From an optimization exercise on the open Yosys and OpenROAD flow, aimed at small area, a short achievable clock period and few clock cycles; shortcuts taken in it are not production practice. In this exercise RTL edits were held to simulation tests only and were not proved equivalent to the original. Power and IR drop assume default switching activity.

### design/flow/config.mk
export PLATFORM = sky130hd
export DESIGN_NAME = task3
export DESIGN_NICKNAME = task3
export VERILOG_FILES = /design/flow/design.v
export SDC_FILE = /design/flow/constraint.sdc
export NUM_CORES = 4
export LEC_CHECK = 0
export ABC_AREA = 1
export CAP_MARGIN = 20
export CORE_MARGIN = 2
export CORE_UTILIZATION = 70
export CTS_BUF_LIST = sky130_fd_sc_hd__clkbuf_4 sky130_fd_sc_hd__clkbuf_8
export SLEW_MARGIN = 20
### design/flow/constraint.sdc
create_clock -name core_clock -period 12.0 [get_ports {clk}]
set_input_delay 2.4000 -clock core_clock [delete_from_list [all_inputs] [get_ports {clk}]]
set_output_delay 2.4000 -clock core_clock [all_outputs]
set_load 0.01 [all_outputs]
### design/flow/design.v
`timescale 1ns / 1ps
module task3(
    input [2:0] opcode,
    output reg done,
    output [23:0] out,
    input [7:0] in2,
    input [7:0] in1,
    input [7:0] in0,
    input clk,
    input rst
    );
    function [10:0] fx; input [3:0] v;
        case (v)
            4'd0: fx = 11'd0;
            4'd1: fx = 11'd13;
            4'd2: fx = 11'd36;
            4'd3: fx = 11'd69;
            4'd4: fx = 11'd112;
            4'd5: fx = 11'd165;
            4'd6: fx = 11'd228;
            4'd7: fx = 11'd301;
            4'd8: fx = 11'd384;
            4'd9: fx = 11'd477;
            4'd10: fx = 11'd580;
            4'd11: fx = 11'd693;
            4'd12: fx = 11'd816;
            4'd13: fx = 11'd949;
            4'd14: fx = 11'd1092;
            4'd15: fx = 11'd1245;
        endcase
    endfunction
    function [9:0] gy; input [3:0] v;
        case (v)
            4'd0: gy = 10'd0;
            4'd1: gy = 10'd1;
            4'd2: gy = 10'd10;
            4'd3: gy = 10'd27;
            4'd4: gy = 10'd52;
            4'd5: gy = 10'd85;
            4'd6: gy = 10'd126;
            4'd7: gy = 10'd175;
            4'd8: gy = 10'd232;
            4'd9: gy = 10'd297;
            4'd10: gy = 10'd370;
            4'd11: gy = 10'd451;
            4'd12: gy = 10'd540;
            4'd13: gy = 10'd637;
            4'd14: gy = 10'd742;
            4'd15: gy = 10'd855;
        endcase
    endfunction
    function [10:0] fz; input [3:0] v;
        case (v)
            4'd0: fz = 11'd13;
            4'd1: fz = 11'd17;
            4'd2: fz = 11'd33;
            4'd3: fz = 11'd61;
            4'd4: fz = 11'd101;
            4'd5: fz = 11'd153;
            4'd6: fz = 11'd217;
            4'd7: fz = 11'd293;
            4'd8: fz = 11'd381;
            4'd9: fz = 11'd481;
            4'd10: fz = 11'd593;
            4'd11: fz = 11'd717;
            4'd12: fz = 11'd853;
            4'd13: fz = 11'd1001;
            4'd14: fz = 11'd1161;
            4'd15: fz = 11'd1333;
        endcase
    endfunction
    reg k1, k2, k3;      
    reg [7:0] areg;      
    reg [23:0] oreg;     
    reg [12:0] creg;     
    reg e6, e5;          
    wire [12:0] pre_gi = oreg[12:0] & creg;
    wire [12:0] pre_pi = oreg[12:0] ^ creg;
    wire pre_g0_0 = pre_gi[0];
    wire pre_p0_0 = pre_pi[0];
    wire pre_g0_1 = pre_gi[1];
    wire pre_p0_1 = pre_pi[1];
    wire pre_g0_2 = pre_gi[2];
    wire pre_p0_2 = pre_pi[2];
    wire pre_g0_3 = pre_gi[3];
    wire pre_p0_3 = pre_pi[3];
    wire pre_g0_4 = pre_gi[4];
    wire pre_p0_4 = pre_pi[4];
    wire pre_g0_5 = pre_gi[5];
    wire pre_p0_5 = pre_pi[5];
    wire pre_g0_6 = pre_gi[6];
    wire pre_p0_6 = pre_pi[6];
    wire pre_g0_7 = pre_gi[7];
    wire pre_p0_7 = pre_pi[7];
    wire pre_g0_8 = pre_gi[8];
    wire pre_p0_8 = pre_pi[8];
    wire pre_g0_9 = pre_gi[9];
    wire pre_p0_9 = pre_pi[9];
    wire pre_g0_10 = pre_gi[10];
    wire pre_p0_10 = pre_pi[10];
    wire pre_g0_11 = pre_gi[11];
    wire pre_p0_11 = pre_pi[11];
    wire pre_g0_12 = pre_gi[12];
    wire pre_p0_12 = pre_pi[12];
    wire pre_g1_1 = pre_g0_1 | (pre_p0_1 & pre_g0_0);
    wire pre_p1_1 = pre_p0_1 & pre_p0_0;
    wire pre_g1_3 = pre_g0_3 | (pre_p0_3 & pre_g0_2);
    wire pre_p1_3 = pre_p0_3 & pre_p0_2;
    wire pre_g1_5 = pre_g0_5 | (pre_p0_5 & pre_g0_4);
    wire pre_p1_5 = pre_p0_5 & pre_p0_4;
    wire pre_g1_7 = pre_g0_7 | (pre_p0_7 & pre_g0_6);
    wire pre_p1_7 = pre_p0_7 & pre_p0_6;
    wire pre_g1_9 = pre_g0_9 | (pre_p0_9 & pre_g0_8);
    wire pre_p1_9 = pre_p0_9 & pre_p0_8;
    wire pre_g1_11 = pre_g0_11 | (pre_p0_11 & pre_g0_10);
    wire pre_p1_11 = pre_p0_11 & pre_p0_10;
    wire pre_g2_2 = pre_g0_2 | (pre_p0_2 & pre_g1_1);
    wire pre_p2_2 = pre_p0_2 & pre_p1_1;
    wire pre_g2_3 = pre_g1_3 | (pre_p1_3 & pre_g1_1);
    wire pre_p2_3 = pre_p1_3 & pre_p1_1;
    wire pre_g2_6 = pre_g0_6 | (pre_p0_6 & pre_g1_5);
    wire pre_p2_6 = pre_p0_6 & pre_p1_5;
    wire pre_g2_7 = pre_g1_7 | (pre_p1_7 & pre_g1_5);
    wire pre_p2_7 = pre_p1_7 & pre_p1_5;
    wire pre_g2_10 = pre_g0_10 | (pre_p0_10 & pre_g1_9);
    wire pre_p2_10 = pre_p0_10 & pre_p1_9;
    wire pre_g2_11 = pre_g1_11 | (pre_p1_11 & pre_g1_9);
    wire pre_p2_11 = pre_p1_11 & pre_p1_9;
    wire pre_g3_4 = pre_g0_4 | (pre_p0_4 & pre_g2_3);
    wire pre_p3_4 = pre_p0_4 & pre_p2_3;
    wire pre_g3_5 = pre_g1_5 | (pre_p1_5 & pre_g2_3);
    wire pre_p3_5 = pre_p1_5 & pre_p2_3;
    wire pre_g3_6 = pre_g2_6 | (pre_p2_6 & pre_g2_3);
    wire pre_p3_6 = pre_p2_6 & pre_p2_3;
    wire pre_g3_7 = pre_g2_7 | (pre_p2_7 & pre_g2_3);
    wire pre_p3_7 = pre_p2_7 & pre_p2_3;
    wire pre_g3_12 = pre_g0_12 | (pre_p0_12 & pre_g2_11);
    wire pre_p3_12 = pre_p0_12 & pre_p2_11;
    wire pre_g4_8 = pre_g0_8 | (pre_p0_8 & pre_g3_7);
    wire pre_p4_8 = pre_p0_8 & pre_p3_7;
    wire pre_g4_9 = pre_g1_9 | (pre_p1_9 & pre_g3_7);
    wire pre_p4_9 = pre_p1_9 & pre_p3_7;
    wire pre_g4_10 = pre_g2_10 | (pre_p2_10 & pre_g3_7);
    wire pre_p4_10 = pre_p2_10 & pre_p3_7;
    wire pre_g4_11 = pre_g2_11 | (pre_p2_11 & pre_g3_7);
    wire pre_p4_11 = pre_p2_11 & pre_p3_7;
    wire pre_g4_12 = pre_g3_12 | (pre_p3_12 & pre_g3_7);
    wire pre_p4_12 = pre_p3_12 & pre_p3_7;
    wire [12:0] pre = {(pre_pi[12] ^ pre_g4_11), (pre_pi[11] ^ pre_g4_10), (pre_pi[10] ^ pre_g4_9), (pre_pi[9] ^ pre_g4_8), (pre_pi[8] ^ pre_g3_7), (pre_pi[7] ^ pre_g3_6), (pre_pi[6] ^ pre_g3_5), (pre_pi[5] ^ pre_g3_4), (pre_pi[4] ^ pre_g2_3), (pre_pi[3] ^ pre_g2_2), (pre_pi[2] ^ pre_g1_1), (pre_pi[1] ^ pre_g0_0), (pre_pi[0])};
    assign out = {oreg[23:19] | {5{pre[12] & e5}}, oreg[18:13] | {6{pre[12] & e6}}, pre};
    wire [7:0] mx = oreg[7:0];
    wire [7:0] mz = oreg[15:8] & {8{k3}};
    wire m_1;
    wire m_2;
    wire m_3;
    wire m_4;
    wire m_5;
    wire m_6;
    wire m_7;
    wire m_8;
    wire m_9;
    wire m_10;
    wire m_11;
    wire m_12;
    wire m_13;
    wire m_14;
    wire m_15;
    wire m_16;
    wire m_17;
    wire m_18;
    wire m_19;
    wire m_20;
    wire m_21;
    wire m_22;
    wire m_23;
    wire m_24;
    wire m_25;
    wire m_26;
    wire m_27;
    wire m_28;
    wire m_29;
    wire m_30;
    wire m_31;
    wire m_32;
    wire m_33;
    wire m_34;
    wire m_35;
    wire m_36;
    wire m_37;
    wire m_38;
    wire m_39;
    wire m_40;
    wire m_41;
    wire m_42;
    wire m_43;
    wire m_44;
    wire m_45;
    wire m_46;
    wire m_47;
    wire m_48;
    wire m_49;
    wire m_50;
    wire m_51;
    wire m_52;
    wire m_53;
    wire m_54;
    wire m_55;
    wire m_56;
    wire m_57;
    wire m_58;
    wire m_59;
    wire m_60;
    wire m_61;
    wire m_62;
    wire m_63;
    wire m_64;
    wire m_65;
    wire m_66;
    wire m_67;
    wire m_68;
    wire m_69;
    wire m_70;
    wire m_71;
    wire m_72;
    wire m_73;
    wire m_74;
    wire m_75;
    wire m_76;
    wire m_77;
    wire m_78;
    wire m_79;
    wire m_80;
    wire m_81;
    wire m_82;
    wire m_83;
    wire m_84;
    wire m_85;
    wire m_86;
    wire m_87;
    wire m_88;
    wire m_89;
    wire m_90;
    wire m_91;
    wire m_92;
    wire m_93;
    wire m_94;
    wire m_95;
    wire m_96;
    wire m_97;
    wire m_98;
    assign m_1 = (mx[0] & areg[5]) ^ (mx[1] & areg[4]);
    assign m_2 = (mx[0] & areg[5]) & (mx[1] & areg[4]);
    assign m_3 = (mx[0] & areg[6]) ^ (mx[1] & areg[5]) ^ (mx[2] & areg[4]);
    assign m_4 = ((mx[0] & areg[6]) & (mx[1] & areg[5])) | ((mx[0] & areg[6]) & (mx[2] & areg[4])) | ((mx[1] & areg[5]) & (mx[2] & areg[4]));
    assign m_5 = (mx[3] & areg[3]) ^ (mx[4] & areg[2]);
    assign m_6 = (mx[3] & areg[3]) & (mx[4] & areg[2]);
    assign m_7 = (mx[0] & areg[7]) ^ (mx[1] & areg[6]) ^ (mx[2] & areg[5]);
    assign m_8 = ((mx[0] & areg[7]) & (mx[1] & areg[6])) | ((mx[0] & areg[7]) & (mx[2] & areg[5])) | ((mx[1] & areg[6]) & (mx[2] & areg[5]));
    assign m_9 = (mx[3] & areg[4]) ^ (mx[4] & areg[3]) ^ (mx[5] & areg[2]);
    assign m_10 = ((mx[3] & areg[4]) & (mx[4] & areg[3])) | ((mx[3] & areg[4]) & (mx[5] & areg[2])) | ((mx[4] & areg[3]) & (mx[5] & areg[2]));
    assign m_11 = (mx[6] & areg[1]) ^ (mx[7] & areg[0]);
    assign m_12 = (mx[6] & areg[1]) & (mx[7] & areg[0]);
    assign m_13 = (mx[1] & areg[7]) ^ (mx[2] & areg[6]) ^ (mx[3] & areg[5]);
    assign m_14 = ((mx[1] & areg[7]) & (mx[2] & areg[6])) | ((mx[1] & areg[7]) & (mx[3] & areg[5])) | ((mx[2] & areg[6]) & (mx[3] & areg[5]));
    assign m_15 = (mx[4] & areg[4]) ^ (mx[5] & areg[3]) ^ (mx[6] & areg[2]);
    assign m_16 = ((mx[4] & areg[4]) & (mx[5] & areg[3])) | ((mx[4] & areg[4]) & (mx[6] & areg[2])) | ((mx[5] & areg[3]) & (mx[6] & areg[2]));
    assign m_17 = (mx[2] & areg[7]) ^ (mx[3] & areg[6]) ^ (mx[4] & areg[5]);
    assign m_18 = ((mx[2] & areg[7]) & (mx[3] & areg[6])) | ((mx[2] & areg[7]) & (mx[4] & areg[5])) | ((mx[3] & areg[6]) & (mx[4] & areg[5]));
    assign m_19 = (mx[0] & areg[3]) ^ (mx[1] & areg[2]);
    assign m_20 = (mx[0] & areg[3]) & (mx[1] & areg[2]);
    assign m_21 = (mx[0] & areg[4]) ^ (mx[1] & areg[3]) ^ (mx[2] & areg[2]);
    assign m_22 = ((mx[0] & areg[4]) & (mx[1] & areg[3])) | ((mx[0] & areg[4]) & (mx[2] & areg[2])) | ((mx[1] & areg[3]) & (mx[2] & areg[2]));
    assign m_23 = (mx[3] & areg[1]) ^ (mx[4] & areg[0]);
    assign m_24 = (mx[3] & areg[1]) & (mx[4] & areg[0]);
    assign m_25 = (mx[2] & areg[3]) ^ (mx[3] & areg[2]) ^ (mx[4] & areg[1]);
    assign m_26 = ((mx[2] & areg[3]) & (mx[3] & areg[2])) | ((mx[2] & areg[3]) & (mx[4] & areg[1])) | ((mx[3] & areg[2]) & (mx[4] & areg[1]));
    assign m_27 = (mx[5] & areg[0]) ^ mz[5] ^ m_1;
    assign m_28 = ((mx[5] & areg[0]) & mz[5]) | ((mx[5] & areg[0]) & m_1) | (mz[5] & m_1);
    assign m_29 = (mx[5] & areg[1]) ^ (mx[6] & areg[0]) ^ mz[6];
    assign m_30 = ((mx[5] & areg[1]) & (mx[6] & areg[0])) | ((mx[5] & areg[1]) & mz[6]) | ((mx[6] & areg[0]) & mz[6]);
    assign m_31 = m_2 ^ m_3 ^ m_5;
    assign m_32 = (m_2 & m_3) | (m_2 & m_5) | (m_3 & m_5);
    assign m_33 = mz[7] ^ m_4 ^ m_6;
    assign m_34 = (mz[7] & m_4) | (mz[7] & m_6) | (m_4 & m_6);
    assign m_35 = m_7 ^ m_9 ^ m_11;
    assign m_36 = (m_7 & m_9) | (m_7 & m_11) | (m_9 & m_11);
    assign m_37 = (mx[7] & areg[1]) ^ m_8 ^ m_10;
    assign m_38 = ((mx[7] & areg[1]) & m_8) | ((mx[7] & areg[1]) & m_10) | (m_8 & m_10);
    assign m_39 = m_12 ^ m_13 ^ m_15;
    assign m_40 = (m_12 & m_13) | (m_12 & m_15) | (m_13 & m_15);
    assign m_41 = (mx[5] & areg[4]) ^ (mx[6] & areg[3]) ^ (mx[7] & areg[2]);
    assign m_42 = ((mx[5] & areg[4]) & (mx[6] & areg[3])) | ((mx[5] & areg[4]) & (mx[7] & areg[2])) | ((mx[6] & areg[3]) & (mx[7] & areg[2]));
    assign m_43 = m_14 ^ m_16 ^ m_17;
    assign m_44 = (m_14 & m_16) | (m_14 & m_17) | (m_16 & m_17);
    assign m_45 = (mx[3] & areg[7]) ^ (mx[4] & areg[6]) ^ (mx[5] & areg[5]);
    assign m_46 = ((mx[3] & areg[7]) & (mx[4] & areg[6])) | ((mx[3] & areg[7]) & (mx[5] & areg[5])) | ((mx[4] & areg[6]) & (mx[5] & areg[5]));
    assign m_47 = (mx[6] & areg[4]) ^ (mx[7] & areg[3]) ^ m_18;
    assign m_48 = ((mx[6] & areg[4]) & (mx[7] & areg[3])) | ((mx[6] & areg[4]) & m_18) | ((mx[7] & areg[3]) & m_18);
    assign m_49 = (mx[4] & areg[7]) ^ (mx[5] & areg[6]) ^ (mx[6] & areg[5]);
    assign m_50 = ((mx[4] & areg[7]) & (mx[5] & areg[6])) | ((mx[4] & areg[7]) & (mx[6] & areg[5])) | ((mx[5] & areg[6]) & (mx[6] & areg[5]));
    assign m_51 = (mx[0] & areg[2]) ^ (mx[1] & areg[1]);
    assign m_52 = (mx[0] & areg[2]) & (mx[1] & areg[1]);
    assign m_53 = (mx[2] & areg[1]) ^ (mx[3] & areg[0]) ^ mz[3];
    assign m_54 = ((mx[2] & areg[1]) & (mx[3] & areg[0])) | ((mx[2] & areg[1]) & mz[3]) | ((mx[3] & areg[0]) & mz[3]);
    assign m_55 = mz[4] ^ m_20 ^ m_21;
    assign m_56 = (mz[4] & m_20) | (mz[4] & m_21) | (m_20 & m_21);
    assign m_57 = m_22 ^ m_24 ^ m_25;
    assign m_58 = (m_22 & m_24) | (m_22 & m_25) | (m_24 & m_25);
    assign m_59 = m_26 ^ m_28 ^ m_29;
    assign m_60 = (m_26 & m_28) | (m_26 & m_29) | (m_28 & m_29);
    assign m_61 = m_30 ^ m_32 ^ m_33;
    assign m_62 = (m_30 & m_32) | (m_30 & m_33) | (m_32 & m_33);
    assign m_63 = m_34 ^ m_36 ^ m_37;
    assign m_64 = (m_34 & m_36) | (m_34 & m_37) | (m_36 & m_37);
    assign m_65 = m_38 ^ m_40 ^ m_41;
    assign m_66 = (m_38 & m_40) | (m_38 & m_41) | (m_40 & m_41);
    assign m_67 = m_42 ^ m_44 ^ m_45;
    assign m_68 = (m_42 & m_44) | (m_42 & m_45) | (m_44 & m_45);
    assign m_69 = (mx[7] & areg[4]) ^ m_46 ^ m_48;
    assign m_70 = ((mx[7] & areg[4]) & m_46) | ((mx[7] & areg[4]) & m_48) | (m_46 & m_48);
    assign m_71 = (mx[5] & areg[7]) ^ (mx[6] & areg[6]) ^ (mx[7] & areg[5]);
    assign m_72 = ((mx[5] & areg[7]) & (mx[6] & areg[6])) | ((mx[5] & areg[7]) & (mx[7] & areg[5])) | ((mx[6] & areg[6]) & (mx[7] & areg[5]));
    assign m_73 = (mx[0] & areg[1]) ^ (mx[1] & areg[0]);
    assign m_74 = (mx[0] & areg[1]) & (mx[1] & areg[0]);
    assign m_75 = (mx[2] & areg[0]) ^ mz[2] ^ m_51;
    assign m_76 = ((mx[2] & areg[0]) & mz[2]) | ((mx[2] & areg[0]) & m_51) | (mz[2] & m_51);
    assign m_77 = m_19 ^ m_52 ^ m_53;
    assign m_78 = (m_19 & m_52) | (m_19 & m_53) | (m_52 & m_53);
    assign m_79 = m_23 ^ m_54 ^ m_55;
    assign m_80 = (m_23 & m_54) | (m_23 & m_55) | (m_54 & m_55);
    assign m_81 = m_27 ^ m_56 ^ m_57;
    assign m_82 = (m_27 & m_56) | (m_27 & m_57) | (m_56 & m_57);
    assign m_83 = m_31 ^ m_58 ^ m_59;
    assign m_84 = (m_31 & m_58) | (m_31 & m_59) | (m_58 & m_59);
    assign m_85 = m_35 ^ m_60 ^ m_61;
    assign m_86 = (m_35 & m_60) | (m_35 & m_61) | (m_60 & m_61);
    assign m_87 = m_39 ^ m_62 ^ m_63;
    assign m_88 = (m_39 & m_62) | (m_39 & m_63) | (m_62 & m_63);
    assign m_89 = m_43 ^ m_64 ^ m_65;
    assign m_90 = (m_43 & m_64) | (m_43 & m_65) | (m_64 & m_65);
    assign m_91 = m_47 ^ m_66 ^ m_67;
    assign m_92 = (m_47 & m_66) | (m_47 & m_67) | (m_66 & m_67);
    assign m_93 = m_49 ^ m_68 ^ m_69;
    assign m_94 = (m_49 & m_68) | (m_49 & m_69) | (m_68 & m_69);
    assign m_95 = m_50 ^ m_70 ^ m_71;
    assign m_96 = (m_50 & m_70) | (m_50 & m_71) | (m_70 & m_71);
    assign m_97 = (mx[6] & areg[7]) ^ (mx[7] & areg[6]) ^ m_72;
    assign m_98 = ((mx[6] & areg[7]) & (mx[7] & areg[6])) | ((mx[6] & areg[7]) & m_72) | ((mx[7] & areg[6]) & m_72);
    wire [15:0] pa = {1'b0, (mx[7] & areg[7]), m_96, m_94, m_92, m_90, m_88, m_86, m_84, m_82, m_80, m_78, m_76, m_74, mz[1], (mx[0] & areg[0])};
    wire [15:0] pb = {1'b0, m_98, m_97, m_95, m_93, m_91, m_89, m_87, m_85, m_83, m_81, m_79, m_77, m_75, m_73, mz[0]};
    wire [15:0] prod_gi = pa & pb;
    wire [15:0] prod_pi = pa ^ pb;
    wire prod_g0_0 = prod_gi[0];
    wire prod_p0_0 = prod_pi[0];
    wire prod_g0_1 = prod_gi[1];
    wire prod_p0_1 = prod_pi[1];
    wire prod_g0_2 = prod_gi[2];
    wire prod_p0_2 = prod_pi[2];
    wire prod_g0_3 = prod_gi[3];
    wire prod_p0_3 = prod_pi[3];
    wire prod_g0_4 = prod_gi[4];
    wire prod_p0_4 = prod_pi[4];
    wire prod_g0_5 = prod_gi[5];
    wire prod_p0_5 = prod_pi[5];
    wire prod_g0_6 = prod_gi[6];
    wire prod_p0_6 = prod_pi[6];
    wire prod_g0_7 = prod_gi[7];
    wire prod_p0_7 = prod_pi[7];
    wire prod_g0_8 = prod_gi[8];
    wire prod_p0_8 = prod_pi[8];
    wire prod_g0_9 = prod_gi[9];
    wire prod_p0_9 = prod_pi[9];
    wire prod_g0_10 = prod_gi[10];
    wire prod_p0_10 = prod_pi[10];
    wire prod_g0_11 = prod_gi[11];
    wire prod_p0_11 = prod_pi[11];
    wire prod_g0_12 = prod_gi[12];
    wire prod_p0_12 = prod_pi[12];
    wire prod_g0_13 = prod_gi[13];
    wire prod_p0_13 = prod_pi[13];
    wire prod_g0_14 = prod_gi[14];
    wire prod_p0_14 = prod_pi[14];
    wire prod_g0_15 = prod_gi[15];
    wire prod_p0_15 = prod_pi[15];
    wire prod_g1_1 = prod_g0_1 | (prod_p0_1 & prod_g0_0);
    wire prod_p1_1 = prod_p0_1 & prod_p0_0;
    wire prod_g1_3 = prod_g0_3 | (prod_p0_3 & prod_g0_2);
    wire prod_p1_3 = prod_p0_3 & prod_p0_2;
    wire prod_g1_5 = prod_g0_5 | (prod_p0_5 & prod_g0_4);
    wire prod_p1_5 = prod_p0_5 & prod_p0_4;
    wire prod_g1_7 = prod_g0_7 | (prod_p0_7 & prod_g0_6);
    wire prod_p1_7 = prod_p0_7 & prod_p0_6;
    wire prod_g1_9 = prod_g0_9 | (prod_p0_9 & prod_g0_8);
    wire prod_p1_9 = prod_p0_9 & prod_p0_8;
    wire prod_g1_11 = prod_g0_11 | (prod_p0_11 & prod_g0_10);
    wire prod_p1_11 = prod_p0_11 & prod_p0_10;
    wire prod_g1_13 = prod_g0_13 | (prod_p0_13 & prod_g0_12);
    wire prod_p1_13 = prod_p0_13 & prod_p0_12;
    wire prod_g1_15 = prod_g0_15 | (prod_p0_15 & prod_g0_14);
    wire prod_p1_15 = prod_p0_15 & prod_p0_14;
    wire prod_g2_2 = prod_g0_2 | (prod_p0_2 & prod_g1_1);
    wire prod_p2_2 = prod_p0_2 & prod_p1_1;
    wire prod_g2_3 = prod_g1_3 | (prod_p1_3 & prod_g1_1);
    wire prod_p2_3 = prod_p1_3 & prod_p1_1;
    wire prod_g2_6 = prod_g0_6 | (prod_p0_6 & prod_g1_5);
    wire prod_p2_6 = prod_p0_6 & prod_p1_5;
    wire prod_g2_7 = prod_g1_7 | (prod_p1_7 & prod_g1_5);
    wire prod_p2_7 = prod_p1_7 & prod_p1_5;
    wire prod_g2_10 = prod_g0_10 | (prod_p0_10 & prod_g1_9);
    wire prod_p2_10 = prod_p0_10 & prod_p1_9;
    wire prod_g2_11 = prod_g1_11 | (prod_p1_11 & prod_g1_9);
    wire prod_p2_11 = prod_p1_11 & prod_p1_9;
    wire prod_g2_14 = prod_g0_14 | (prod_p0_14 & prod_g1_13);
    wire prod_p2_14 = prod_p0_14 & prod_p1_13;
    wire prod_g2_15 = prod_g1_15 | (prod_p1_15 & prod_g1_13);
    wire prod_p2_15 = prod_p1_15 & prod_p1_13;
    wire prod_g3_4 = prod_g0_4 | (prod_p0_4 & prod_g2_3);
    wire prod_p3_4 = prod_p0_4 & prod_p2_3;
    wire prod_g3_5 = prod_g1_5 | (prod_p1_5 & prod_g2_3);
    wire prod_p3_5 = prod_p1_5 & prod_p2_3;
    wire prod_g3_6 = prod_g2_6 | (prod_p2_6 & prod_g2_3);
    wire prod_p3_6 = prod_p2_6 & prod_p2_3;
    wire prod_g3_7 = prod_g2_7 | (prod_p2_7 & prod_g2_3);
    wire prod_p3_7 = prod_p2_7 & prod_p2_3;
    wire prod_g3_12 = prod_g0_12 | (prod_p0_12 & prod_g2_11);
    wire prod_p3_12 = prod_p0_12 & prod_p2_11;
    wire prod_g3_13 = prod_g1_13 | (prod_p1_13 & prod_g2_11);
    wire prod_p3_13 = prod_p1_13 & prod_p2_11;
    wire prod_g3_14 = prod_g2_14 | (prod_p2_14 & prod_g2_11);
    wire prod_p3_14 = prod_p2_14 & prod_p2_11;
    wire prod_g3_15 = prod_g2_15 | (prod_p2_15 & prod_g2_11);
    wire prod_p3_15 = prod_p2_15 & prod_p2_11;
    wire prod_g4_8 = prod_g0_8 | (prod_p0_8 & prod_g3_7);
    wire prod_p4_8 = prod_p0_8 & prod_p3_7;
    wire prod_g4_9 = prod_g1_9 | (prod_p1_9 & prod_g3_7);
    wire prod_p4_9 = prod_p1_9 & prod_p3_7;
    wire prod_g4_10 = prod_g2_10 | (prod_p2_10 & prod_g3_7);
    wire prod_p4_10 = prod_p2_10 & prod_p3_7;
    wire prod_g4_11 = prod_g2_11 | (prod_p2_11 & prod_g3_7);
    wire prod_p4_11 = prod_p2_11 & prod_p3_7;
    wire prod_g4_12 = prod_g3_12 | (prod_p3_12 & prod_g3_7);
    wire prod_p4_12 = prod_p3_12 & prod_p3_7;
    wire prod_g4_13 = prod_g3_13 | (prod_p3_13 & prod_g3_7);
    wire prod_p4_13 = prod_p3_13 & prod_p3_7;
    wire prod_g4_14 = prod_g3_14 | (prod_p3_14 & prod_g3_7);
    wire prod_p4_14 = prod_p3_14 & prod_p3_7;
    wire prod_g4_15 = prod_g3_15 | (prod_p3_15 & prod_g3_7);
    wire prod_p4_15 = prod_p3_15 & prod_p3_7;
    wire [15:0] prod = {(prod_pi[15] ^ prod_g4_14), (prod_pi[14] ^ prod_g4_13), (prod_pi[13] ^ prod_g4_12), (prod_pi[12] ^ prod_g4_11), (prod_pi[11] ^ prod_g4_10), (prod_pi[10] ^ prod_g4_9), (prod_pi[9] ^ prod_g4_8), (prod_pi[8] ^ prod_g3_7), (prod_pi[7] ^ prod_g3_6), (prod_pi[6] ^ prod_g3_5), (prod_pi[5] ^ prod_g3_4), (prod_pi[4] ^ prod_g2_3), (prod_pi[3] ^ prod_g2_2), (prod_pi[2] ^ prod_g1_1), (prod_pi[1] ^ prod_g0_0), (prod_pi[0])};
    wire t7 = opcode[2] & opcode[0];         
    wire [12:0] s0 = t7 ? {2'b0, fx(in0[3:0])} : {5'd0, in0};
    wire [12:0] s1 = (t7 ? {3'b0, gy(in1[3:0])} : {5'd0, in1}) ^ {13{opcode[0]}};
    wire [12:0] s2 = opcode[2] ? (opcode[0] ? {2'b0, fz(in2[3:0])} : {5'd0, in2}) : 13'd0;
    wire [12:0] cs_s = s0 ^ s1 ^ s2;
    wire [12:0] cs_m = (s0 & s1) | (s0 & s2) | (s1 & s2);
    wire [12:0] cs_c = {cs_m[11:0], opcode[0]};
    wire sc = (opcode[2] == opcode[1]);      
    reg [23:0] res;
    always @* begin
        if (sc)
            res = {11'd0, cs_s};
        else if (opcode == 3'd3)
            res = {17'd0, in0[7:1]};
        else                                 
            res = k1 ? {8'd0, prod} : k2 ? {prod[7:0], prod[15:8], oreg[15:8]}
                : k3 ? {prod, oreg[23:16]} : {16'd0, opcode[2] ? in0 : in1};
    end
    wire mul = (opcode == 3'd2) | (opcode == 3'd4) | (opcode == 3'd5);
    wire last = !mul | ((opcode == 3'd5) ? k3 : k1);
    always @(posedge clk) begin
        areg <= in0;
        if (!rst) begin
            done <= 1'b0;
            k1 <= 1'b0;
            k2 <= 1'b0;
            k3 <= 1'b0;
        end else if (!done) begin
            oreg <= res;
            creg <= sc ? cs_c : 13'd0;
            e6 <= sc;
            e5 <= sc & ~opcode[2];
            k1 <= !(k1 | k2 | k3);
            k2 <= k1;
            k3 <= k2;
            if (last)
                done <= 1'b1;
        end
    end
endmodule
### design/flow/flow/run.sh
#!/bin/bash
set -euo pipefail
cd "$(dirname "$0")/.."
bash standard.sh finish \
  SETUP_SLACK_MARGIN=7.4 \
  "BUFFER_PORTS_ARGS=-buffer_cell sky130_fd_sc_hd__buf_1" \
  > run_standard.log 2>&1
### design/flow/standard.sh
#!/bin/bash
# synth_recipe.tcl (not shown) runs the flow's synth.tcl, then flattens the netlist and writes it again
# the make line also repeats each setting of config.mk as NAME=value (left out here)
make -C /OpenROAD-flow-scripts/flow DESIGN_CONFIG=/design/flow/config.mk WORK_HOME=/design/flow/orfs CLKGATE_MAP_FILE= SYNTH_SCRIPT=/design/flow/synth_recipe.tcl "${@:-finish}"
==> results of run 1 <==
-- worst max-delay path: stages, from the launching register on --
cell and delay [ns]:
edfxtp_1 0.46, ha_1 0.41, a21o_1 0.25, a31oi_1 0.39, nand2_2 0.14, nand2_4 0.11
nand3_4 0.10, nand2_1 0.07, buf_1 0.15
-- stage by stage --
| step | hold WS, ns | util [%] | instances | setup slack [ns] | total power, mW |
|---|---|---|---|---|---|
| floorplan | 0.528 | - | 810 | 7.51 | 0.684 |
| global placement | 0.545 | 73.7 | 939 | 6.65 | 0.846 |
| detailed placement | 0.569 | 73.7 | 939 | 6.51 | 0.870 |
| CTS | 0.589 | 77.9 | 960 | 7.38 | 1.03 |
| global route | 0.642 | 80.3 | 966 | 7.16 | 1.20 |
| finish | 0.597 | 80.3 | 966 | 7.21 | 1.11 |
-- logic make-up after synthesis --
logic type,after synthesis,share of synthesized area (%)
simple gates,303,20.3
buf+inv,203,12.8
compound gates,126,12.0
fa+ha+maj,113,30.4
flops,50,22.4
xor+xnor,15,2.13
-- power by group through the flow --
stage                     clock [mW]  combinational, mW  sequential (mW)
after floorplan                    0              0.463            0.222
after global placement             0              0.602            0.243
after detailed placement           0              0.626            0.243
after CTS                      0.123              0.680            0.232
after global routing           0.129              0.831            0.235
final                          0.124              0.757            0.234
-- Yosys cell counts --
cell type / count / area share (%)
nor2_1: 37 / 2.3
nor3_4: 1 / 0.26
and2_1: 2 / 0.20
a21oi_1: 45 / 3.7
clkbuf_1: 24 / 1.5
a32oi_1: 1 / 0.14
nand2_4: 1 / 0.18
o31ai_1: 1 / 0.12
xnor2_1: 5 / 0.71
buf_1: 1 / 0.061
ha_1: 52 / 11
a221oi_1: 1 / 0.14
nor3_1: 4 / 0.33
o211ai_1: 10 / 1.2
buf_4: 4 / 0.49
inv_1: 165 / 10
nand3b_1: 2 / 0.24
a21o_1: 4 / 0.49
inv_4: 1 / 0.10
clkbuf_2: 1 / 0.081
a31oi_1: 3 / 0.30
o311ai_0: 2 / 0.28
o21ai_2: 2 / 0.28
o21a_1: 1 / 0.12
nor2_4: 2 / 0.37
a22o_1: 1 / 0.14
inv_2: 3 / 0.18
a22oi_1: 1 / 0.12
a211oi_1: 2 / 0.24
nand4_1: 1 / 0.10
dfxtp_1: 12 / 3.9
a21boi_0: 1 / 0.12
xor2_1: 10 / 1.4
nand3_1: 42 / 3.4
nand2_1: 210 / 13
o221ai_1: 2 / 0.28
nand2_2: 1 / 0.10
edfxtp_1: 38 / 19
o22ai_1: 6 / 0.61
buf_2: 4 / 0.33
fa_1: 61 / 20
o2111ai_1: 4 / 0.57
o21ai_0: 39 / 3.2
-- state kept, by name (all words and copies together), names as in the netlist --
signal  cells
oreg       24
k1          1
k2          1
e6          1
done        1
creg       12
k3          1
e5          1
areg        8
-- timing repair --
action / CTS / global route
pin swaps: 5 / 14
gates resized for setup: 32 / 54
endpoints found under the hold margin: 0 / 0
buffers inserted: 13 / 6
endpoints found under the setup margin: 46 / 33
-- worst min-delay path by stage --
stage / endpoint / slack, ns / from / depth (start not counted)
after floorplan: k2 / 0.53 / done / 1
after global placement: k3 / 0.55 / done / 1
after detailed placement: k2 / 0.57 / done / 1
after CTS: k2 / 0.59 / done / 1
after global routing: k3 / 0.64 / done / 1
final: k2 / 0.60 / done / 1
-- routing by layer --
layer	part of all wire, %	vias to the layer above
li1	-	2633
met1	35	2767
met2	50	391
met3	9.2	88
met4	5.6	0
met5	0	-
-- final cells by class --
class | instances | area, µm² | area share, %
flip-flops and latches | 50 | 1390 | 20.0
repair buffers | 74 | 399 | 5.75
inverters | 169 | 644 | 9.29
clock buffers | 6 | 76.3 | 1.10
multi-input cells | 557 | 4260 | 61.4
well taps | 108 | 135 | 1.95
clock inverters | 2 | 37.5 | 0.541
==> impl_results.md, run 1 <==
* Status: finished clean
* Max Freq at 209 MHz
* Setup TNS at 0 ns
* Last element of the critical path: out[16]
* Final Critical Period at about 4.8 ns
* Clock Power Share at about 11%
* Crit. End Element: output port
* Worst reg-to-reg path cell count at 19
* Worst skew pair latency at 0.31 ns
* CP max FO at 6
* Hold-fix buffers at CTS at 0
* Period utilisation layout at between 30% and 40%
* Synthesized area at slightly above 6000 µm²
* Worst Setup SP: oreg[9]
* Leakage at around 3.5 nW
* Slew Limit Headroom at 27.5%
* H-tree Lvls at 2
* Fill cells at about 560
* Reg-to-Reg Start: oreg[1]
* Number of synthesis warnings at 1
* CTS sink count at 50
* Vias per inst at 6.09
* GRT Total Usage at about two fifths
* Router iterations before antenna repair at 5
* Arrival time at the worst endpoint at 2.39 ns
* WP data required at approximately 9.6 ns
* Synth cell types at 43
* Die Width at roughly 100 µm
* Number of remaining DRC errors at 0
* Diodes inserted at 0
* # setup viols final at 0
* Initial antenna violation count at 0
* Met3 Use GR at 3.65%
* Clock buffer depth at 2
* Full die area at around 9600 µm²
* Flop2flop setup slack at roughly 7.5 ns
* Worst-path clk slew at 0.10 ns
* Starting Density at a little under three quarters
* Routed WL at between 15000 and 20000 µm
* DIE HEIGHT at approximately 98 µm
* Core Area at 8640 µm²
* Final HPWL DP at 13800 µm
* DR vias at 5879
* Area Growth Syn to Fin at 12.6%
* Max_cap viols at 0
* CP Class: reg -> out
* Largest net degree at the start of global routing at 39
* # nets final at between 900 and 1000
* Peak VDD IR at around 89 µV
* IO Pins at 54
* 1st-iter DRT viols at between 500 and 600
* Clk root buf: clkbuf_8
* Avg Synthesized Cell Area at between 7 and 8 µm²
* Design area at ~6900 µm²
* WL/cell at between 15 and 20 µm
* Share of layout cells above drive strength 1 at roughly an eighth
* Worst slew pin tran at between 1 and 1.5 ns
* Cells after synthesis at 810
* CTS tree: yes
* Post-DRT Antenna Nets at 0
* Internal power at roughly 560 µW
* Commonest non-fill, non-tap cells in the layout: nand2_1, inv_1, fa_1, ha_1
* CTS buffer count at 5
* Switching share of power at between 40% and 50%
* Sequential Power Share at 21.0%
* IO buf count at between 50 and 60
* Met2 usage at 68.1%
* DP Area at about 6400 µm²
* Syn nets at approximately 950
* Power share of the combinational group at 67.9%
* First-pass GRT wire length at approximately 29000 µm
* RSZ-0062 raised after global routing: yes
* R2r endpoint: oreg[9]
* Number of synthesized register bits at 50
* Commonest non-fill, non-tap cell in the layout: nand2_1
* Critical Path Start Type: register
* Rows at 34
* Grt total ovfl at 0
* Final Wtd Congestion at ~1.0
* Worst Hold Class: reg -> reg
* Slew Viols, Final at 0
* Skew final at around 0.018 ns
* NetSw at approximately 550 µW
* GRT Max-Usage Layer: met2
* Power density cells at around 160 nW/µm²
* Final Hold Vio Count at 0
* Vias in the first global route at approximately 6000
* Register area share after synthesis at around 22%
* Met1 Use GR at 48.5%
Testbench counts, summed over its fixed seeds: cycles 21,090.
==> run 2: changes to the inputs <==
==> design/flow/flow/run.sh (replaced) <==
#!/bin/bash
set -euo pipefail
cd "$(dirname "$0")/.."
bash standard.sh finish \
  SETUP_SLACK_MARGIN=7.6 \
  "BUFFER_PORTS_ARGS=-buffer_cell sky130_fd_sc_hd__buf_1" \
  > run_standard.log 2>&1
==> impl_results.md, run 2 <==
* Status: finished clean
* Number of synthesis warnings at 1 (unchanged)
* Number of synthesized register bits at 50 (unchanged)
* Diodes inserted at 0 (unchanged)
* Commonest non-fill, non-tap cell in the layout: nand2_1
* Syn nets at 952 (unchanged)
* Fill cells at 456 (-18%)
* Hold path depth at 1 (unchanged)
* Area Growth Syn to Fin at 20.1%
* Footprint of the multi-input gates at 4520 µm² (+6.1%)
* Router iterations before antenna repair at 8 (+3)
* Multiplexer share of the synthesized area at 0% (unchanged)
* Vias per inst at 6.39 (+5.0%)
* # nets final at 1016 (+1.7%)
* Final HPWL DP at 13900 µm (+0.49%)
* Leakage at 3.71 nW (+4.9%)
* CP Class: reg -> out
* Routed WL at 21000 µm (+13%)
* Asr flop ratio synth at 0% (unchanged)
* Core Area at 8640 µm² (unchanged)
* IO Pins at 54 (unchanged)
* Slew Limit Headroom at 52.7% (+25 points)
* Setup TNS at 0 ns (unchanged)
* Post-synth EDFFs at 38 (unchanged)
* WP data required at 9.60 ns (about the same)
* Max reg flops at 24 (unchanged)
* DIE HEIGHT at 97.8 µm (unchanged)
* Cells after synthesis at 810 (unchanged)
* IO buf count at 53 (unchanged)
* CTS sink count at 50 (unchanged)
* WL/cell at 21.4 µm (+11%)
* Final Critical Period at 4.69 ns (-0.101 ns)
* DP Area at 6360 µm² (-0.12%)
* Largest net degree at the start of global routing at 39 (unchanged)
* # setup viols final at 0 (unchanged)
* Clock buffer depth at 2 (unchanged)
* Share of layout cells above drive strength 1 at 21.8% (+9.8 points)
* Place WS at 6.54 ns (+0.0305 ns)
* Post-synthesis simple-gate area fraction at 20.3% (unchanged)
* Final Wtd Congestion at 1.00 (-0.64%)
* Register Area at 1390 µm² (unchanged)
* Number of remaining DRC errors at 0 (unchanged)
* Worst skew pair latency at 0.32 ns (about the same)
* Clk root buf: clkbuf_8
* Area fraction in compound gates after synthesis at 12.0% (unchanged)
* 1st-iter DRT viols at 707 (+26%)
* Avg Synthesized Cell Area at 7.60 µm² (unchanged)
* Worst Hold Class: reg -> reg
* Tot Pwr at 1.27 mW (+14%)
* Initial antenna violation count at 0 (unchanged)
* RSZ-0062 raised after global routing: yes
* Hold-fix buffers at CTS at 0 (unchanged)
* Top reg by flops: oreg
* Worst slew pin tran at 0.710 ns (-0.374 ns)
* Most frequent cell after synthesis: nand2_1
* Placed cell count at 938 (-0.11%)
* GRT Total Usage at 39.4% (+0.80 points)
* DR vias at 6280 (+6.8%)
* Worst-path clk slew at 0.10 ns (about the same)
* Vias in the first global route at 6018 (+3.3%)
* Register area share after synthesis at 22.4% (unchanged)
* Die Width at 97.8 µm (unchanged)
* Power density cells at 172 nW/µm² (+7.1%)
* Post-synthesis xor/xnor area fraction at 2.13% (unchanged)
* Peak VDD IR at 89.0 µV (+0.45%)
* Worst reg-to-reg path cell count at 22 (+3)
* Arrival time at the worst endpoint at 2.29 ns (-0.10 ns)
* Slew Viols, Final at 0 (unchanged)
* Yosys top cell by area: fa_1
* Rows at 34 (unchanged)
* Post-DRT Antenna Nets at 0 (unchanged)
* Grt total ovfl at 0 (unchanged)
* Synth Area in Adders at 30.4% (unchanged)
* H-tree Lvls at 2 (unchanged)
* Final worst slack at 7.31 ns (+0.101 ns)
* Max_cap viols at 0 (unchanged)
* Critical-path cell list: ha_2 > inv_2 > fa_2 > inv_2 > nand3_2 > nand2_4 > nand3_4 > nand3_4 > fa_2 > buf_6
* Full die area at 9560 µm² (unchanged)
* Area contributors post-synth: fa_1, edfxtp_1, nand2_1, ha_1, inv_1
* First-pass GRT wire length at 29700 µm (+2.2%)
* Design area at 7400 µm² (+6.6%)
* Final Hold Vio Count at 0 (unchanged)
* CTS buffer count at 5 (unchanged)
* Commonest non-fill, non-tap cells in the layout: nand2_1, inv_1, fa_1
* Critical Path Start Type: register
* Period utilisation layout at 39.1% (-0.84 points)
* Max stage delay on crit path at 0.47 ns (about the same)
* Starting Density at 71.3% (unchanged)
* Slowest CP cell: fa_2
* Synth top cells by count: nand2_1, inv_1, fa_1, ha_1, a21oi_1
* Skew final at 0.0176 ns (+0.0000111 ns)
* Ys flop type: edfxtp_1
* Synth cell types at 43 (unchanged)
* Synthesized area at 6160 µm² (unchanged)
* Largest family of logic cells by synthesized area: adder cells
* CP max FO at 4 (-2)
* CTS tree: yes
* Max Freq at 213 MHz (+2.2%)
* Top cell type's share of synthesized area at 19.8% (unchanged)
* Finished Layout Cells at 983 (+1.8%)
* Crit. End Element: output port
* Top flop regs: oreg (24), creg (12), areg (8)
run 2: power breakdown:
part           total [mW]  switching [mW]  internal (mW)
clock               0.103          0.0624         0.0403
sequential          0.236          0.0260          0.210
combinational       0.935           0.556          0.379
run 2: cells by family after synthesis:
family | count (synthesis)
simple gates | 303
buf+inv | 203
flops | 50
xor+xnor | 15
compound gates | 126
fa+ha+maj | 113
run 2: stage by stage:
stage | hold slack (ns) | utilization, %
floorplan | 0.537 | -
global placement | 0.546 | 73.6
detailed placement | 0.576 | 73.6
CTS | 0.601 | 79.7
global route | 0.636 | 85.7
finish | 0.617 | 85.7
run 2: routing by layer:
metal	vias up	routed length (µm)	GRT usage [%]
met3	163	2350	5.44
met1	2897	6920	48.4
li1	2669	-	-
met5	-	0	0
met2	551	10000	68.2
met4	0	1730	20.2
run 2: final timing paths:
path                                end    start  slack [ns]
worst max-delay path             out[8]  oreg[0]        7.31
worst min-delay path                 k2     done        0.62
worst max register to register  oreg[9]  oreg[4]        7.41
worst min register to register       k2     done        0.62
run 2: final cells by class:
type / instances / area share [%]
repair buffers: 91 / 8.49
flip-flops and latches: 50 / 18.7
multi-input cells: 557 / 61.1
clock buffers: 5 / 0.930
clock inverters: 3 / 0.220
inverters: 169 / 8.74
well taps: 108 / 1.83
run 2: worst max-delay path: cells and delay by family, from the launching register on:
kind          cells  cell delay, ns
fa+ha+maj         3            0.98
flops             1            0.38
simple gates      4            0.37
buf+inv           3            0.25
run 2: what timing repair did:
item                                    4_1_cts  5_1_grt
endpoints found under the setup margin       53       42
buffers inserted                             23       13
gates cloned                                  0        0
pin swaps                                     9       49
gates resized for setup                      64      118
==> run 3: changes to the inputs <==
==> design/flow/flow/run.sh (replaced) <==
#!/bin/bash
set -euo pipefail
cd "$(dirname "$0")/.."
bash standard.sh finish \
  SETUP_SLACK_MARGIN=7.1 \
  "BUFFER_PORTS_ARGS=-buffer_cell sky130_fd_sc_hd__buf_1" \
  > run_standard.log 2>&1
==> impl_results.md, run 3 <==
* Peak VDD IR at 79.4 µV (-11%)
* CP max FO at 4 (unchanged)
* Diodes inserted at 0 (unchanged)
* Initial antenna violation count at 0 (unchanged)
* Clk root buf: clkbuf_8
* # setup viols final at 0 (unchanged)
* Clock buffer depth at 2 (unchanged)
* Syn nets at 952 (unchanged)
* Yosys top cell by area: fa_1
* Vias in the first global route at 5734 (-4.7%)
* Worst Hold Class: reg -> reg
* Top flop regs: oreg (24), creg (12), areg (8)
* Commonest non-fill, non-tap cells in the layout: nand2_1, inv_1, fa_1, buf_1, ha_1
* Max Freq at 211 MHz (-1.1%)
* DIE HEIGHT at 97.8 µm (unchanged)
* Die Width at 97.8 µm (unchanged)
* CP Class: reg -> out
* IO Pins at 54 (unchanged)
* IO buf count at 53 (unchanged)
* CP top delay family: adder cells
* Leakage at 3.44 nW (-7.2%)
* Multiplexer share of the synthesized area at 0% (unchanged)
* Final Wtd Congestion at 1.01 (+0.65%)
* # nets final at 990 (-2.6%)
* Worst slew pin tran at 1.08 ns (+0.369 ns)
* Skew final at 0.0178 ns (+0.000211 ns)
* Commonest non-fill, non-tap cell in the layout: nand2_1
* Area fraction in compound gates after synthesis at 12.0% (unchanged)
* Period utilisation layout at 39.5% (+0.45 points)
* Hold-fix buffers at CTS at 0 (unchanged)
* Largest net degree at the start of global routing at 39 (unchanged)
* Worst skew pair latency at 0.31 ns (about the same)
* Top cell type's share of synthesized area at 19.8% (unchanged)
* Synthesized area at 6160 µm² (unchanged)
* Worst-path clk slew at 0.09 ns (about the same)
* Crit. End Element: output port
* Avg Synthesized Cell Area at 7.60 µm² (unchanged)
* Critical-path cell list: ha_1 > inv_1 > fa_1 > inv_1 > nand3_1 > nand2_2 > nand3_2 > nand3_4 > fa_1 > xor2_1 > buf_1
* Arrival time at the worst endpoint at 2.35 ns (+0.06 ns)
* Synth cell types at 43 (unchanged)
* WP buf/inv at 3 (unchanged)
* H-tree Lvls at 2 (unchanged)
* Core Area at 8640 µm² (unchanged)
* Slew Limit Headroom at 27.9% (-25 points)
* Register area share after synthesis at 22.4% (unchanged)
* Top reg by flops: oreg
* Asr flop ratio synth at 0% (unchanged)
* Number of synthesis warnings at 1 (unchanged)
* WL/cell at 18.0 µm (-16%)
* Final Hold Vio Count at 0 (unchanged)
* Ys flop type: edfxtp_1
* Post-synthesis xor/xnor area fraction at 2.13% (unchanged)
* Max stage delay on crit path at 0.40 ns (-0.07 ns)
* First-pass GRT wire length at 28200 µm (-4.9%)
* DR vias at 5616 (-11%)
* Post-DRT Antenna Nets at 0 (unchanged)
* Final core utilization at 76.9% (-8.7 points)
* RSZ-0062 raised after global routing: yes
* Router iterations before antenna repair at 5 (-3)
* Max_cap viols at 0 (unchanged)
* Largest family of logic cells by synthesized area: adder cells
* Fill cells at 622 (+36%)
* CTS sink count at 50 (unchanged)
* Synth Area in Adders at 30.4% (unchanged)
* Post-synthesis simple-gate area fraction at 20.3% (unchanged)
* Power density cells at 156 nW/µm² (-9.2%)
* Grt total ovfl at 0 (unchanged)
* Number of remaining DRC errors at 0 (unchanged)
* CTS tree: yes
* Slowest CP cell: fa_1
* Status: finished clean
* Full die area at 9560 µm² (unchanged)
* CTS buffer count at 5 (unchanged)
* Max reg flops at 24 (unchanged)
* Final HPWL DP at 13800 µm (-0.49%)
* Cells after synthesis at 810 (unchanged)
* Critical Path Start Type: register
* Post-synth EDFFs at 38 (unchanged)
* Rows at 34 (unchanged)
* 1st-iter DRT viols at 494 (-30%)
* Routed WL at 17200 µm (-18%)
* GRT Total Usage at 37.5% (-1.9 points)
* Final Critical Period at 4.75 ns (+0.0542 ns)
* Starting Density at 71.3% (unchanged)
* Most frequent cell after synthesis: nand2_1
* WP data required at 9.60 ns (about the same)
* Area Growth Syn to Fin at 7.88%
* Setup TNS at 0 ns (unchanged)
* Vias per inst at 5.87 (-8.1%)
* Area contributors post-synth: fa_1, edfxtp_1, nand2_1, ha_1, inv_1
* Number of synthesized register bits at 50 (unchanged)
* Synth top cells by count: nand2_1, inv_1, fa_1, ha_1, a21oi_1
* Share of layout cells above drive strength 1 at 5.54% (-16 points)
* Slew Viols, Final at 0 (unchanged)
## run 3: timing repair
item | 4_1_cts | 5_1_grt
endpoints found under the hold margin | 0 | 0
pin swaps | 0 | 1
resized for setup | 4 | 15
setup endpoints to repair | 35 | 17
cloned | 0 | 0
setup buffers | 10 | 0
## run 3: layout make-up
| type | count | area (µm²) | area share, % |
|---|---|---|---|
| Multi-Input combinational cell | 557 | 4080 | 61.4 |
| Sequential cell | 50 | 1390 | 20.8 |
| Inverter | 169 | 637 | 9.59 |
| Timing Repair Buffer | 65 | 297 | 4.46 |
| Tap cell | 108 | 135 | 2.03 |
| Clock buffer | 6 | 76.3 | 1.15 |
| Clock inverter | 2 | 37.5 | 0.565 |
## run 3: path summary, 6_finish.rpt
kind / start / to / slack (ns) / cells after the start
worst max-delay path: creg[0] / out[9] / 7.25 / 11
worst max register to register: oreg[1] / oreg[9] / 7.33 / 18
worst min-delay path: done / k2 / 0.59 / 1
worst min register to register: done / k2 / 0.59 / 1
## run 3: stage by stage
stage,cell area (µm²),power (mW),std cells,hold WS (ns),setup slack [ns]
final,6640,1.04,957,0.586,7.25
after global routing,6640,1.12,957,0.642,7.11
after CTS,6570,1.00,957,0.589,7.14
after detailed placement,6370,0.870,939,0.569,6.51
after global placement,6370,0.846,939,0.545,6.65
after floorplan,6160,0.684,810,0.528,7.51
## run 3: kinds of logic (layout without fill, tap and decap cells)
logic type / Yosys count / count (layout)
AO/OA/AOI/OAI: 126 / 126
AND/OR/NAND/NOR: 303 / 303
flip-flops: 50 / 50
adder cells (fa/ha/maj): 113 / 113
XOR/XNOR: 15 / 15
buffers and inverters: 203 / 242
## run 3: worst reg2reg max path, stage by stage (launching register included)
cell	delay (ns)
edfxtp_1	0.38
buf_4	0.19
nand2_1	0.10
fa_1	0.42
fa_1	0.52
inv_1	0.07
fa_1	0.50
fa_1	0.58
ha_4	0.32
nand2_1	0.06
nor2_1	0.10
nand2_1	0.07
nand2_2	0.13
inv_1	0.09
fa_1	0.46
xor2_2	0.21
o22ai_1	0.10
nand2_1	0.08
o21ai_0	0.08
## run 3: routing by layer
metal / up-vias / global-route usage (%) / wire length [µm]
met4: 0 / 18.9 / 833
met3: 56 / 5.23 / 1280
met5: - / 0 / 0
li1: 2617 / - / -
met1: 2678 / 46.8 / 6550
met2: 265 / 64.4 / 8550
## run 3: power breakdown
group | internal, mW | switching (mW) | leakage, nW
sequential | 0.210 | 0.0220 | 0.470
combinational | 0.247 | 0.436 | 2.92
clock | 0.0646 | 0.0584 | 0.0548
==> run 4: changes to the inputs <==
==> design/flow/flow/run.sh (replaced) <==
#!/bin/bash
set -euo pipefail
cd "$(dirname "$0")/.."
bash standard.sh finish \
  SETUP_SLACK_MARGIN=7.3 \
  "BUFFER_PORTS_ARGS=-buffer_cell sky130_fd_sc_hd__buf_1" \
  > run_standard.log 2>&1
==> impl_results.md, run 4 <==
* Status: finished clean
* Worst Hold Class: reg -> reg
* Max reg flops at 24 (unchanged)
* Area contributors post-synth: fa_1, edfxtp_1, nand2_1, ha_1, inv_1
* Final Hold Vio Count at 0 (unchanged)
* GRT Total Usage at 37.8% (+0.29 points)
* Die Width at 97.8 µm (unchanged)
* Peak VDD IR at 81.7 µV (+2.9%)
* Final worst slack at 7.32 ns (+0.0618 ns)
* Slew Limit Headroom at 27.8% (-0.087 points)
* Vias in the first global route at 5767 (+0.58%)
* Worst Hold End: k2
* Final Wtd Congestion at 1.01 (unchanged)
* RSZ-0062 raised after global routing: yes
* Total length of routed met3 wires at 1480 µm (+16%)
* Starting Density at 71.3% (unchanged)
* Sequential Power Share at 22.0% (-0.4 points)
* CTS buffer count at 5 (unchanged)
* Hold path depth at 1 (unchanged)
* H-tree Lvls at 2 (unchanged)
* WL/cell at 18.1 µm (+0.77%)
* Max stage delay on crit path at 0.42 ns (+0.02 ns)
* Number of synthesized register bits at 50 (unchanged)
* Top flop regs: oreg (24), creg (12), areg (8)
* Synth top cells by count: nand2_1, inv_1, fa_1, ha_1, a21oi_1
* Place WS at 6.51 ns (unchanged)
* Switching share of power at 49.7% (about the same)
* Worst-path clk slew at 0.11 ns (+0.02 ns)
* Cells after synthesis at 810 (unchanged)
* Top cell type's share of synthesized area at 19.8% (unchanged)
* Initial antenna violation count at 0 (unchanged)
* Area Growth Syn to Fin at 10.2%
* Vias per inst at 5.89 (+0.45%)
* Most frequent cell after synthesis: nand2_1
* Router iterations before antenna repair at 5 (unchanged)
* NetSw at 529 µW (+2.4%)
* 1st-iter DRT viols at 426 (-14%)
* Max_cap viols at 0 (unchanged)
* # setup viols final at 0 (unchanged)
* Skew final at 0.0199 ns (+0.00216 ns)
* Design area at 6790 µm² (+2.1%)
* R2r endpoint: oreg[9]
* Top Metal Used: met4
* Asr flop ratio synth at 0% (unchanged)
* Share of layout cells above drive strength 1 at 8.79% (+3.3 points)
* Footprint of the multi-input gates at 4170 µm² (+2.4%)
* Full die area at 9560 µm² (unchanged)
* IO buf count at 53 (unchanged)
* Setup TNS at 0 ns (unchanged)
* Min Hold Slack at 0.599 ns (+0.0126 ns)
* Clk root buf: clkbuf_8
* Critical Path Start Type: register
* Final HPWL DP at 13800 µm (unchanged)
* Top reg by flops: oreg
* DR vias at 5665 (+0.87%)
* First-pass GRT wire length at 28300 µm (+0.44%)
* Leakage at 3.50 nW (+1.6%)
* Synth cell types at 43 (unchanged)
* Crit. End Element: output port
* Worst skew pair latency at 0.31 ns (about the same)
* Flop2flop setup slack at 7.47 ns (+0.14 ns)
* Syn nets at 952 (unchanged)
* Power density cells at 157 nW/µm² (+0.31%)
* Routed WL at 17400 µm (+1.2%)
* Clock Power Share at 11.7% (about the same)
* Register area share after synthesis at 22.4% (unchanged)
* Slew Viols, Final at 0 (unchanged)
* Critical-path cell list: ha_1 > a21oi_2 > nand2_2 > nand3_2 > nand3_4 > fa_2 > xor2_2 > buf_2
* Post-synth EDFFs at 38 (unchanged)
* Synthesized area at 6160 µm² (unchanged)
* Arrival time at the worst endpoint at 2.28 ns (-0.07 ns)
* Worst reg-to-reg path cell count at 17 (-1)
* Final Critical Period at 4.68 ns (-0.0618 ns)
* WL met1 at 6370 µm (-2.7%)
* Reg-to-Reg Start: oreg[2]
* Period utilisation layout at 39.0% (-0.51 points)
* Power share of the combinational group at 66.4% (+0.6 points)
* Largest net degree at the start of global routing at 39 (unchanged)
* Avg Synthesized Cell Area at 7.60 µm² (unchanged)
* Worst slew pin tran at 1.08 ns (+0.00130 ns)
* CTS tree: yes
* Max Freq at 214 MHz (+1.3%)
* Register Area at 1390 µm² (unchanged)
* Internal power at 535 µW (+2.5%)
* CP max FO at 3 (-1)
* Clock buffer depth at 2 (unchanged)
* CP Class: reg -> out
* CTS sink count at 50 (unchanged)
* Number of remaining DRC errors at 0 (unchanged)
* Rows at 34 (unchanged)
* Core Area at 8640 µm² (unchanged)
* Fill cells at 592 (-4.8%)
* Commonest non-fill, non-tap cells in the layout: nand2_1, inv_1, fa_1, ha_1
* Grt total ovfl at 0 (unchanged)
* DP Area at 6370 µm² (unchanged)
* Final core utilization at 78.6% (+1.6 points)
* Commonest non-fill, non-tap cell in the layout: nand2_1
* Slowest CP cell: edfxtp_1
* Diodes inserted at 0 (unchanged)
* Number of synthesis warnings at 1 (unchanged)
* CP top delay family: adder cells
* WP data required at 9.60 ns (about the same)
* Ys flop type: edfxtp_1
* # nets final at 994 (+0.40%)
* Yosys top cell by area: fa_1
* Post-DRT Antenna Nets at 0 (unchanged)
* WP buf/inv at 1 (-2)
* Hold-fix buffers at CTS at 0 (unchanged)
* Hold path start: done
* Wire length on met2 at 8620 µm (+0.85%)
* IO Pins at 54 (unchanged)
* DIE HEIGHT at 97.8 µm (unchanged)
run 4: worst max-delay path by stage:
stage              start       to  slack [ns]  depth (start not counted)
3_3_place_gp   opcode[2]  oreg[7]        6.65                          9
3_5_place_dp   opcode[2]  oreg[7]        6.51                          9
5_1_grt          oreg[3]   out[9]        7.23                          8
2_1_floorplan        rst  creg[0]        7.51                          2
6_report         oreg[3]   out[9]        7.32                          8
4_1_cts          creg[0]  out[14]        7.27                         13
run 4: metrics by stage:
step,power (mW),instances
6_report,1.06,961
5_1_grt,1.15,961
4_1_cts,1.02,958
3_5_place_dp,0.870,939
3_3_place_gp,0.846,939
2_1_floorplan,0.684,810
run 4: worst register-to-register path, delay by kind of cell (launching register included):
| kind | cells | cell delay [ns] |
|---|---|---|
| flops | 1 | 0.47 |
| fa+ha+maj | 6 | 2.77 |
| buf+inv | 2 | 0.12 |
| compound gates | 2 | 0.19 |
| xor+xnor | 1 | 0.21 |
| simple gates | 6 | 0.56 |
run 4: routing by layer:
| metal | track usage, % | vias up |
|---|---|---|
| li1 | - | 2629 |
| met1 | 47.5 | 2646 |
| met2 | 63.7 | 315 |
| met3 | 5.23 | 75 |
| met4 | 20.8 | 0 |
| met5 | 0 | - |
run 4: layout make-up:
cell class	count	share of cell area (%)
clock buffer	6	1.12
timing repair buffer	69	5.03
inverter	169	9.39
clock inverter	2	0.553
sequential	50	20.4
multi-input combinational	557	61.5
tap	108	1.99
run 4: what timing repair did:
action / CTS / global route
pin swaps: 1 / 5
endpoints found under the setup margin: 43 / 30
resized for setup: 17 / 33
setup buffers: 11 / 3
hold endpoints to repair: 0 / 0
run 4: power groups by stage:
| stage | sequential (mW) | combinational, mW | clock (mW) |
|---|---|---|---|
| floorplan | 0.222 | 0.463 | 0 |
| global placement | 0.243 | 0.602 | 0 |
| detailed placement | 0.243 | 0.626 | 0 |
| CTS | 0.231 | 0.661 | 0.123 |
| global route | 0.235 | 0.783 | 0.129 |
| finish | 0.234 | 0.706 | 0.124 |
run 4: cell families after synthesis:
group                    share of synthesized area (%)
adder cells (fa/ha/maj)                           30.4
buffers and inverters                             12.8
AO/OA/AOI/OAI                                     12.0
XOR/XNOR                                          2.13
flip-flops                                        22.4
AND/OR/NAND/NOR                                   20.3
==> run 5: changes to the inputs <==
==> design/flow/flow/run.sh (replaced) <==
#!/bin/bash
set -euo pipefail
cd "$(dirname "$0")/.."
bash standard.sh finish \
  SETUP_SLACK_MARGIN=7.2 \
  "BUFFER_PORTS_ARGS=-buffer_cell sky130_fd_sc_hd__buf_1" \
  > run_standard.log 2>&1
--- a/design/flow/config.mk
+++ b/design/flow/config.mk
@@ -12,2 +12,3 @@
 export CTS_BUF_LIST = sky130_fd_sc_hd__clkbuf_4 sky130_fd_sc_hd__clkbuf_8
+export PLACE_DENSITY = 0.9
 export SLEW_MARGIN = 20
==> impl_results.md, run 5 <==
* Slew Viols, Final at 0 (unchanged)
* Hold path start: done
* Most frequent cell after synthesis: nand2_1
* Final Critical Period at 4.82 ns (+0.135 ns)
* # nets final at 993 (-0.10%)
* Most frequent CP cell: nand2_1
* Max reg flops at 24 (unchanged)
* Register area share after synthesis at 22.4% (unchanged)
* Vias in the first global route at 5667 (-1.7%)
* Top cell type's share of synthesized area at 19.8% (unchanged)
* Reg-to-Reg Start: oreg[6]
* Clock buffer depth at 2 (unchanged)
* DIE HEIGHT at 97.8 µm (unchanged)
* WP buf/inv at 3 (+2)
* Max Freq at 208 MHz (-2.8%)
* Worst Hold Class: reg -> reg
* Avg Synthesized Cell Area at 7.60 µm² (unchanged)
* H-tree Lvls at 2 (unchanged)
* CTS sink count at 50 (unchanged)
* Core Area at 8640 µm² (unchanged)
* Die Width at 97.8 µm (unchanged)
* Number of synthesis warnings at 1 (unchanged)
* Ys flop type: edfxtp_1
* Period utilisation layout at 40.2% (+1.1 points)
* CP Class: reg -> out
* Hold path depth at 1 (unchanged)
* R2r endpoint: oreg[23]
* Setup TNS at 0 ns (unchanged)
* DR vias at 5863 (+3.5%)
* Max_cap viols at 0 (unchanged)
* Worst Hold End: k2
* Worst skew pair latency at 0.31 ns (about the same)
* IO Pins at 54 (unchanged)
* Peak VDD IR at 90.8 µV (+11%)
* First-pass GRT wire length at 28600 µm (+0.80%)
* Post-synth EDFFs at 38 (unchanged)
* Final HPWL DP at 13800 µm (-0.11%)
* Grt total ovfl at 0 (unchanged)
* Cells after synthesis at 810 (unchanged)
* Area Growth Syn to Fin at 8.19%
* WP data required at 9.60 ns (about the same)
* CTS buffer count at 5 (unchanged)
* # setup viols final at 0 (unchanged)
* Largest net degree at the start of global routing at 39 (unchanged)
* Yosys top cell by area: fa_1
* Slew Limit Headroom at 48.9% (+21 points)
* Number of synthesized register bits at 50 (unchanged)
* Final Wtd Congestion at 1.02 (+1.1%)
* Starting Density at 71.3% (unchanged)
* Tot Pwr at 1.03 mW (-3.0%)
* Critical Path Start Type: register
* Leakage at 3.47 nW (-0.78%)
* Commonest non-fill, non-tap cells in the layout: nand2_1, inv_1, fa_1, ha_1, buf_1
* Rows at 34 (unchanged)
* Max stage delay on crit path at 0.39 ns (-0.03 ns)
* Final Hold Vio Count at 0 (unchanged)
* Synthesized area at 6160 µm² (unchanged)
* Clk root buf: clkbuf_8
* Flop2flop setup slack at 7.30 ns (-0.17 ns)
* Diodes inserted at 0 (unchanged)
* Final core utilization at 77.2% (-1.4 points)
* Power density cells at 155 nW/µm² (-1.2%)
* Routed WL at 18400 µm (+5.9%)
* Crit. End Element: output port
* IO buf count at 53 (unchanged)
* Worst-path clk slew at 0.10 ns (about the same)
* Number of remaining DRC errors at 0 (unchanged)
* Full die area at 9560 µm² (unchanged)
* Hold-fix buffers at CTS at 0 (unchanged)
* Syn nets at 952 (unchanged)
* RSZ-0062 raised after global routing: no
* Arrival time at the worst endpoint at 2.42 ns (+0.14 ns)
* 1st-iter DRT viols at 493 (+16%)
* Synth top cells by count: nand2_1, inv_1, fa_1, ha_1, a21oi_1
* Initial antenna violation count at 0 (unchanged)
* CTS tree: yes
* Top reg by flops: oreg
* Min Hold Slack at 0.600 ns (+0.000831 ns)
* Status: finished clean
* Top flop regs: oreg (24), creg (12), areg (8)
* CP max FO at 5 (+2)
* Worst reg-to-reg path cell count at 18 (+1)
* Worst slew pin tran at 0.766 ns (-0.314 ns)
* Post-DRT Antenna Nets at 0 (unchanged)
* Router iterations before antenna repair at 5 (unchanged)
* Skew final at 0.0140 ns (-0.00589 ns)
* WL/cell at 19.2 µm (+6.0%)
* GRT Total Usage at 38.0% (+0.16 points)
* CP top delay family: simple AND/OR/NAND/NOR gates
* Slowest CP cell: fa_1
* Critical-path cell list: ha_1 > inv_1 > fa_1 > inv_1 > nand3_1 > nand2_2 > nand3_2 > nand3_4 > nand2_1 > nand2_1 > nand2_2 > nand3_4 > nand2_1 > buf_1
* Area contributors post-synth: fa_1, edfxtp_1, nand2_1, ha_1, inv_1
* Asr flop ratio synth at 0% (unchanged)
* Share of layout cells above drive strength 1 at 5.52% (-3.3 points)
* Synth cell types at 43 (unchanged)
* Commonest non-fill, non-tap cell in the layout: nand2_1
* Vias per inst at 6.11 (+3.6%)
[run 5: cell types whose count changed in the layout (fill, tap and decap cells not counted), sizes merged]
cell           before  now
buf                62   66
clkbuf             12    7
clkdlybuf4s15       1    0
clkinv              0    2
clkinvlp            1    0
[run 5: logic make-up after synthesis]
| kind of cell | count (synthesis) | synth area share (%) |
|---|---|---|
| DFF | 50 | 22.4 |
| adders and majority gates | 113 | 30.4 |
| AOI/OAI and AO/OA | 126 | 12.0 |
| xor gates and xnor gates | 15 | 2.13 |
| and+or+nand+nor | 303 | 20.3 |
| buffers and inverters | 203 | 12.8 |
[run 5: worst max-delay path by stage]
stage	to	slack, ns	depth (start not counted)	startpoint
finish	out[19]	7.18	14	oreg[0]
CTS	out[15]	7.17	13	oreg[0]
global placement	oreg[7]	6.84	10	opcode[2]
global route	out[15]	7.07	14	oreg[0]
floorplan	creg[0]	7.51	2	rst
detailed placement	oreg[7]	6.82	10	opcode[2]
[run 5: cell type report]
class | instances | area (µm²)
Inverter | 169 | 637
Timing Repair Buffer | 68 | 334
Clock inverter | 3 | 40.0
Multi-Input combinational cell | 557 | 4060
Sequential cell | 50 | 1380
Clock buffer | 5 | 68.8
Fill cell | 619 | 1970
Tap cell | 108 | 135
[run 5: timing repair]
| item | CTS | global route |
|---|---|---|
| hold endpoints to repair | 0 | 0 |
| buffers inserted | 7 | 5 |
| endpoints found under the setup margin | 18 | 20 |
| pin swaps | 0 | 3 |
| cloned | 0 | 0 |
| resized for setup | 5 | 11 |
[run 5: layer usage]
| layer | GRT usage (%) | vias up | part of all wire (%) |
|---|---|---|---|
| met5 | 0 | - | 0 |
| met1 | 49.3 | 2721 | 36 |
| met2 | 63.7 | 413 | 48 |
| met3 | 3.51 | 107 | 10 |
| li1 | - | 2622 | - |
| met4 | 20.2 | 0 | 6.8 |
[run 5: through the flow]
stage | setup WS [ns] | area, µm² | instances
after detailed placement | 6.82 | 6370 | 939
after global routing | 7.07 | 6660 | 960
after CTS | 7.17 | 6550 | 954
after floorplan | 7.51 | 6160 | 810
after global placement | 6.84 | 6370 | 939
final | 7.18 | 6660 | 960
[run 5: where the power goes]
part / internal (mW) / switching, mW
Sequential: 0.210 / 0.0230
Clock: 0.0615 / 0.0595
Combinational: 0.239 / 0.438

afterwards: timing with drivers on the ports:
No port has a modelled driver above. Below, the same layouts with a new extraction and two added sets of constraints.
Step 1 assumes that a clkbuf_16 drives the clock port and a buf_2 every other input.
Step 2 times the ports against the registers' clock, not the clock port: input delays grow and output delays shrink by t, the midpoint of the rising clock arrivals with the driver on.
Three values: no drivers, after step 1, after step 2; two values: the first two.
run | t, ns | setup slack, ns
run 1 | 0.337 | 7.207 / 7.173 / 7.216
run 2 | 0.343 | 7.309 / 7.275 / 7.349
run 3 | 0.336 | 7.254 / 7.221 / 6.993
run 4 | 0.339 | 7.316 / 7.282 / 7.085
run 5 | 0.331 | 7.181 / 7.151 / 7.173
After both steps every run listed still meets setup and hold.
